This design comes from an exercise in tuning for small area on the open sky130 flow, not from production work.
Only simulation tests tie the RTL to the original design; equivalence was not proved.
No driver is modelled on the clock port, so clocking that relies on it looks cheaper here than on a real chip.
Power figures rest on the tool's default switching activity, not on a simulated workload.

## v47
## rtc_mmio
module rtc_mmio #(
    parameter [31:0] BASE_ADDR      = 32'h8100_9000,
    parameter [31:0] CLK_FREQ       = 32'd100_000_000,       
    parameter [31:0] DEFAULT_YEAR   = 32'h2026_01_01,
    parameter [31:0] DEFAULT_TIME   = 32'h00__00__00,
    parameter [31:0] EXT_CLK_FREQ   = 32'd32768              
)(
    input  wire        clk,
    input  wire        ext_clk,                              
    input  wire        use_ext_clk,                          
    input  wire        resetn,
    input  wire        mem_valid,
    input  wire        mem_instr,
    output reg         mem_ready,
    input  wire [31:0] mem_addr,
    /*verilator lint_off UNUSEDSIGNAL*/
    input  wire [31:0] mem_wdata,
    /*verilator lint_on UNUSEDSIGNAL*/
    input  wire [3:0]  mem_wstrb,
    output reg  [31:0] mem_rdata,
    output reg         irq,
    input  wire        eoi
);
    localparam [3:0] I_CTRL       = 4'd0;
    localparam [3:0] I_DATE       = 4'd1;
    localparam [3:0] I_TIME       = 4'd2;
    localparam [3:0] I_ALARM_DATE = 4'd3;
    localparam [3:0] I_ALARM_TIME = 4'd4;
    localparam [3:0] I_CUR_DATE   = 4'd5;
    localparam [3:0] I_CUR_TIME   = 4'd6;
    localparam [3:0] I_INT_MASK   = 4'd7;
    localparam [3:0] I_EXT_FREQ   = 4'd8;
    localparam [3:0] I_IS_LEAPY   = 4'd9;
    localparam [3:0] I_MONTH_DAYS = 4'd10;
    reg [31:0] ctrl_reg;
    reg [31:0] date_reg;
    reg [31:0] time_reg;
    reg [31:0] alarm_date_reg;
    reg [31:0] alarm_time_reg;
    reg [31:0] int_mask_reg;
  ...
Size: about 1,100 cells after synthesis, roughly 330 flip-flops, roughly 110 I/O pins.
clock: 12.0 ns
lec_check: 0
cap_margin: 0
core_margin: 2
core_utilization: 60
slew_margin: 0
standard.sh (not shown) runs the stock make flow with config.mk's settings and CLKGATE_MAP_FILE= SYNTH_SCRIPT=/design/flow/synth_recipe.tcl, a recipe that flattens the netlist after the stock synthesis.
==> flow/flow/run.sh <==
#!/bin/bash
# Own layout flow: the standard ORFS flow (standard.sh, unchanged synthesis
# script synth_recipe.tcl) with three differences:
#  - ABC maps the combinational logic with an area-oriented script
#    (flow/abc_area.script) instead of ORFS's speed script;
#  - port buffers use sky130_fd_sc_hd__buf_1;
#  - CTS uses small clock buffers and inserts no dummy loads;
#  - after CTS, cells with spare setup slack are downsized (flow/post_cts.tcl).
# Each tool's full output stays in orfs/logs/ (ORFS) and flow_make.log here.
set -euo pipefail
HERE=$(pwd)
rm -rf "$HERE/scripts_mod"
cp -r "$FLOW_HOME/scripts" "$HERE/scripts_mod"
cp "$HERE/flow/abc_area.script" "$HERE/scripts_mod/abc_speed.script"
cp "$HERE/flow/abc_area.script" "$HERE/scripts_mod/abc_area.script"
export BUFFER_PORTS_ARGS="-buffer_cell sky130_fd_sc_hd__buf_1"
export CTS_ARGS="-sink_clustering_enable -repair_clock_nets -dont_use_dummy_load -sink_clustering_size 10 -sink_clustering_max_diameter 40 -buf_list {sky130_fd_sc_hd__clkbuf_4}"
export POST_CTS_TCL="$HERE/flow/post_cts.tcl"
bash standard.sh SCRIPTS_DIR="$HERE/scripts_mod" finish > "$HERE/flow_make.log" 2>&1
==> flow/flow/abc_area.script <==
strash
dc2
&get -n
&st
&syn2
&dch -f
&nf -R 1000
&st
&dch -f
&nf -R 1000
&put
topo
stime -c
==> flow/flow/post_cts.tcl <==
# After CTS and its timing repair: downsize cells that have setup slack to
# spare (this also lowers their area), then legalize the placement again.
estimate_parasitics -placement
repair_timing -recover_power 100
detailed_placement
check_placement -verbose
estimate_parasitics -placement
v47 ran in full, but the layout does not pass; the checks complain about max-capacitance violations, max-slew violations.
Inputs modified between v47 and v36:
diff --git a/flow/flow/run.sh b/flow/flow/run.sh
--- a/flow/flow/run.sh
+++ b/flow/flow/run.sh
@@ -3 +3 @@
-# script synth_recipe.tcl) with three differences:
+# script synth_recipe.tcl) with these differences:
@@ -8 +8,2 @@
-#  - after CTS, cells with spare setup slack are downsized (flow/post_cts.tcl).
+#  - buffers larger than buf_2 are not used (the platform's DONT_USE_CELLS
+#    list is appended to this one).
@@ -18 +19 @@
-export POST_CTS_TCL="$HERE/flow/post_cts.tcl"
+export DONT_USE_CELLS="sky130_fd_sc_hd__buf_4 sky130_fd_sc_hd__buf_6 sky130_fd_sc_hd__buf_8 sky130_fd_sc_hd__buf_12 sky130_fd_sc_hd__buf_16"
diff --git a/flow/config.mk b/flow/config.mk
--- a/flow/config.mk
+++ b/flow/config.mk
@@ -8 +8 @@
-export CAP_MARGIN = 0
+export CAP_MARGIN = 20
@@ -11 +11 @@
-export SLEW_MARGIN = 0
+export SLEW_MARGIN = 20
removed: flow/flow/post_cts.tcl
Results
v36 ran to completion and came out clean on the timing, DRC and antenna checks.
For area of all sequential standard cells, v36 and v47 come out practically identical.
v36 -> v47: final routed wirelength across all metal layers flat
Diff v36..v47 | worst hold path depth | unchanged
Taking v47 as the reference, in v36 final instance count without filler cells went down by about 0.45%, number of antenna violations at the first check in global routing went up by 1.
v36 vs v47: cell area down in v36
Worst hold slack across v47 and v36: no real change.
The average wire per standard cell on v47 is in line with that on v36.
Of v36 and v47, it is v36 that has the lower signed area change from the synthesized netlist to the final layout.
v36 vs v47: minimum setup slack in the final design up in v36
Clock-cell share of area: v47 vs v36 — no meaningful difference
Relative to v36, the following input files were edited for v55:
diff --git a/flow/flow/run.sh b/flow/flow/run.sh
--- a/flow/flow/run.sh
+++ b/flow/flow/run.sh
@@ -3 +3 @@
-# script synth_recipe.tcl) with these differences:
+# script synth_recipe.tcl) with three differences:
@@ -7,3 +7 @@
-#  - CTS uses small clock buffers and inserts no dummy loads;
-#  - buffers larger than buf_2 are not used (the platform's DONT_USE_CELLS
-#    list is appended to this one).
+#  - CTS uses small clock buffers and inserts no dummy loads.
@@ -19 +16,0 @@
-export DONT_USE_CELLS="sky130_fd_sc_hd__buf_4 sky130_fd_sc_hd__buf_6 sky130_fd_sc_hd__buf_8 sky130_fd_sc_hd__buf_12 sky130_fd_sc_hd__buf_16"
diff --git a/flow/config.mk b/flow/config.mk
--- a/flow/config.mk
+++ b/flow/config.mk
@@ -8 +8 @@
-export CAP_MARGIN = 20
+export CAP_MARGIN = 0
@@ -11 +11,2 @@
-export SLEW_MARGIN = 20
+export PLACE_DENSITY = 0.8
+export SLEW_MARGIN = 0
[summary]
Run comparison: v55 worst setup path endpoint clk_divider[31]; v36 worst setup path endpoint clk_divider[16]
Diff v36 -> v55: register-to-register path setup slack +530 ps, xor and xnor fraction of the mapped netlist area ~0 delta, area overhead of the layout relative to synthesis ~0 delta.
#### Input delta (v40 over v55)
diff --git a/flow/config.mk b/flow/config.mk
--- a/flow/config.mk
+++ b/flow/config.mk
@@ -11 +10,0 @@
-export PLACE_DENSITY = 0.8
Notes after the runs:
v40 | stages: all done | timing, DRC, antenna: all pass
Signed area change from the synthesized netlist to the final layout delta (v40 -> v55): insignificant
Delta (v40 minus v55): critical path's largest stage delay rose by 380 ps; number of unique standard cell types used by synthesis flat.
Biggest fanout along the worst timing path: v40 and v55 compared, higher one is v55
When v40 is measured against v55, its final-layout clock buffer total turns out 3 lower.
Diff v55 -> v40: cell count after placement roughly the same; overall power of the completed layout lower.
v55 → v40: worst slack on hold paths saw a decrease, slack of the critical path saw a decrease, final critical-path share of the clock period saw an increase, proportion of cell area occupied by registers saw little to no change.
The following lists how v43 was set up differently from v40:
diff --git a/flow/config.mk b/flow/config.mk
--- a/flow/config.mk
+++ b/flow/config.mk
@@ -10,0 +11 @@
+export GPL_TIMING_DRIVEN = 0
- Summary of the comparison: clock-buffer cell count is higher in v43, relative to v40.
- | clock tree cell share of total cell area | v43 vs v40 | ≈ equal |
- Going from v40 to v43, fraction of layout cells with a size suffix above 1 shows an increase of 1.0 points; total wire length after detailed routing moved down.
- | layout buffering overhead excluding clock cells | v43 vs v40 | 1.9 points higher |

---

rtc_mmio, a different RTL version from the one above (not shown whole).
Size in the first run: roughly 1100 cells after synthesis, about 330 flip-flops, about 110 I/O pins, ~14000 µm² of cells after synthesis.
==> flow/config.mk <==
export PLATFORM = sky130hd
export DESIGN_NAME = rtc_mmio
export DESIGN_NICKNAME = rtc_mmio
export VERILOG_FILES = /design/flow/design.v
export SDC_FILE = /design/flow/constraint.sdc
export NUM_CORES = 4
export LEC_CHECK = 0
export CAP_MARGIN = 0
export CORE_MARGIN = 2
export CORE_UTILIZATION = 60
export SLEW_MARGIN = 0
==> flow/constraint.sdc <==
create_clock -name core_clock -period 12.0 [get_ports {clk}]
set_input_delay 2.4000 -clock core_clock [delete_from_list [all_inputs] [get_ports {clk}]]
set_output_delay 2.4000 -clock core_clock [all_outputs]
set_load 0.01 [all_outputs]
==> flow/flow/run.sh <==
#!/bin/bash
# Own layout flow: the standard ORFS flow (standard.sh, unchanged synthesis
# script synth_recipe.tcl) with three differences:
#  - ABC maps the combinational logic with an area-oriented script
#    (flow/abc_area.script) instead of ORFS's speed script;
#  - port buffers use sky130_fd_sc_hd__buf_1;
#  - CTS uses small clock buffers and inserts no dummy loads.
# Each tool's full output stays in orfs/logs/ (ORFS) and flow_make.log here.
set -euo pipefail
HERE=$(pwd)
rm -rf "$HERE/scripts_mod"
cp -r "$FLOW_HOME/scripts" "$HERE/scripts_mod"
cp "$HERE/flow/abc_area.script" "$HERE/scripts_mod/abc_speed.script"
cp "$HERE/flow/abc_area.script" "$HERE/scripts_mod/abc_area.script"
export BUFFER_PORTS_ARGS="-buffer_cell sky130_fd_sc_hd__buf_1"
export CTS_ARGS="-sink_clustering_enable -repair_clock_nets -dont_use_dummy_load -sink_clustering_size 10 -sink_clustering_max_diameter 40 -buf_list {sky130_fd_sc_hd__clkbuf_4}"
bash standard.sh SCRIPTS_DIR="$HERE/scripts_mod" finish > "$HERE/flow_make.log" 2>&1
Scripts as last shown in full above: flow/flow/abc_area.script
Rerun with:
--- a/flow/flow/run.sh
+++ b/flow/flow/run.sh
@@ -15,3 +15,3 @@
 export BUFFER_PORTS_ARGS="-buffer_cell sky130_fd_sc_hd__buf_1"
-export CTS_ARGS="-sink_clustering_enable -repair_clock_nets -dont_use_dummy_load -sink_clustering_size 10 -sink_clustering_max_diameter 40 -buf_list {sky130_fd_sc_hd__clkbuf_4}"
+export CTS_ARGS="-sink_clustering_enable -repair_clock_nets -dont_use_dummy_load -sink_clustering_size 15 -sink_clustering_max_diameter 60 -buf_list {sky130_fd_sc_hd__clkbuf_4 sky130_fd_sc_hd__clkbuf_8}"
 bash standard.sh SCRIPTS_DIR="$HERE/scripts_mod" finish > "$HERE/flow_make.log" 2>&1
--- a/flow/config.mk
+++ b/flow/config.mk
@@ -7,5 +7,5 @@
 export LEC_CHECK = 0
-export CAP_MARGIN = 0
+export CAP_MARGIN = 20
 export CORE_MARGIN = 2
 export CORE_UTILIZATION = 60
-export SLEW_MARGIN = 0
+export SLEW_MARGIN = 20
Result: The changed run finished clean; critical path depth is unchanged; sequential power is about the same; synthesized area stays the same; maximum frequency fell by 0.44%.

---

Setup of oak:
rtc_mmio, a different RTL version from the one above (not shown whole).
Size in the first run: ~330 flip-flops, ~110 I/O pins, about 16000 µm² of cells after synthesis.
Settings: LEC_CHECK=0, ABC_AREA=1, CAP_MARGIN=20, CORE_MARGIN=2, CORE_UTILIZATION=40, CTS_BUF_LIST=sky130_fd_sc_hd__clkbuf_4 sky130_fd_sc_hd__clkbuf_8, SLEW_MARGIN=20; clock period 12.0 ns.
run.sh (not shown) runs the stock make flow with config.mk's settings and CLKGATE_MAP_FILE= SYNTH_SCRIPT=/design/flow/synth_recipe.tcl, a recipe that flattens the netlist after the stock synthesis.
Stock flow here: none of the scripts above is used.
oak | status: complete | timing, DRC, antenna: pass
Modified inputs, pine compared to oak
- ABC_AREA: 1 -> unset
- CTS_BUF_LIST: sky130_fd_sc_hd__clkbuf_4 sky130_fd_sc_hd__clkbuf_8 -> unset
==> flow/flow/run.sh (new file) <==
#!/bin/bash
# Own layout flow: the standard ORFS flow (standard.sh, unchanged synthesis
# script synth_recipe.tcl) with three differences:
#  - ABC maps the combinational logic with an area-oriented script
#    (flow/abc_area.script) instead of ORFS's speed script;
#  - port buffers use sky130_fd_sc_hd__buf_1;
#  - CTS uses small clock buffers and inserts no dummy loads.
# Each tool's full output stays in orfs/logs/ (ORFS) and flow_make.log here.
set -euo pipefail
HERE=$(pwd)
rm -rf "$HERE/scripts_mod"
cp -r "$FLOW_HOME/scripts" "$HERE/scripts_mod"
cp "$HERE/flow/abc_area.script" "$HERE/scripts_mod/abc_speed.script"
cp "$HERE/flow/abc_area.script" "$HERE/scripts_mod/abc_area.script"
export BUFFER_PORTS_ARGS="-buffer_cell sky130_fd_sc_hd__buf_1"
export CTS_ARGS="-sink_clustering_enable -repair_clock_nets -dont_use_dummy_load -buf_list {sky130_fd_sc_hd__clkbuf_4 sky130_fd_sc_hd__clkbuf_8}"
bash standard.sh SCRIPTS_DIR="$HERE/scripts_mod" finish > "$HERE/flow_make.log" 2>&1
==> flow/flow/abc_area.script (new file) <==
strash
dc2
&get -n
&st
&syn2
&dch -f
&nf -R 1000
&st
&dch -f
&nf -R 1000
&put
topo
stime -c
==> flow/standard.sh (new file) <==
#!/bin/bash
# synth_recipe.tcl (not shown) runs the flow's synth.tcl, then flattens the netlist and writes it again
# the make line also repeats each setting of config.mk as NAME=value (left out here)
make -C /OpenROAD-flow-scripts/flow DESIGN_CONFIG=/design/flow/config.mk WORK_HOME=/design/flow/orfs CLKGATE_MAP_FILE= SYNTH_SCRIPT=/design/flow/synth_recipe.tcl "${@:-finish}"
removed: flow/run.sh
==> notes.md <==
- Looking at first-iteration DRC count, pine sits 147 above oak.
- Taking oak as 1.0, pine lands at 0.851 on routed wire length.
- Setup slack: pine more than oak
- From oak to pine the numbers moved as follows: final cell area excluding filler cells down 2400 µm², logic depth of the worst register-to-register path dropped 8.

-- port drivers added, routing unchanged --
The flow's constraints put no driver on any port. The routed layouts listed below were extracted and timed again, unchanged, in two steps.
Step 1: set_driving_cell puts a clkbuf_16 on clk and a buf_2 on each other input, an assumption about the parent block.
Step 2 also shifts input and output timing later by t, the mid clock arrival at the registers, as if the neighbouring blocks saw the same clock.
a / b / c = ideal ports / drivers / drivers and shift; a / b = the first two.
run | shift t [ns] | setup slack, ns | hold WS [ns] | worst setup path after step 2 | latest minus earliest clock arrival (ns)
v47 | 0.687 | 1.931 / 1.955 / 1.268 | 0.499 / 0.499 / 0.499 | input to register | 0.064 / 0.064
v36 | 0.689 | 2.173 / 2.196 / 1.508 | 0.502 / 0.502 / 0.502 | input to register | 0.060 / 0.061
v55 | 0.689 | 2.563 / 2.570 / 1.881 | 0.530 / 0.530 / 0.530 | input to register | 0.073 / 0.072
v40 | 0.689 | 2.173 / 2.196 / 1.508 | 0.502 / 0.502 / 0.502 | input to register | 0.060 / 0.061
v43 | 0.684 | 1.053 / 1.046 / 0.362 | 0.522 / 0.522 / 0.522 | input to register | 0.073 / 0.073
the first run of note 2 | 0.715 | 2.741 / 2.762 / 2.048 | 0.524 / 0.524 / 0.524 | input to register | 0.063 / 0.063
the second run of note 2 | 0.621 | 2.700 / 2.722 / 2.101 | 0.523 / 0.523 / 0.523 | input to register | 0.039 / 0.039
oak | 0.651 | 2.004 / 2.022 / 1.371 | 0.438 / 0.438 / 0.438 | input to register | 0.035 / 0.036
pine | 0.637 | 2.391 / 2.415 / 1.778 | 0.467 / 0.467 / 0.467 | input to register | 0.049 / 0.050
For the first run of note 2, which loses most, drivers alone change the setup slack by +0.021 ns; drivers and shift together by -0.693 ns.
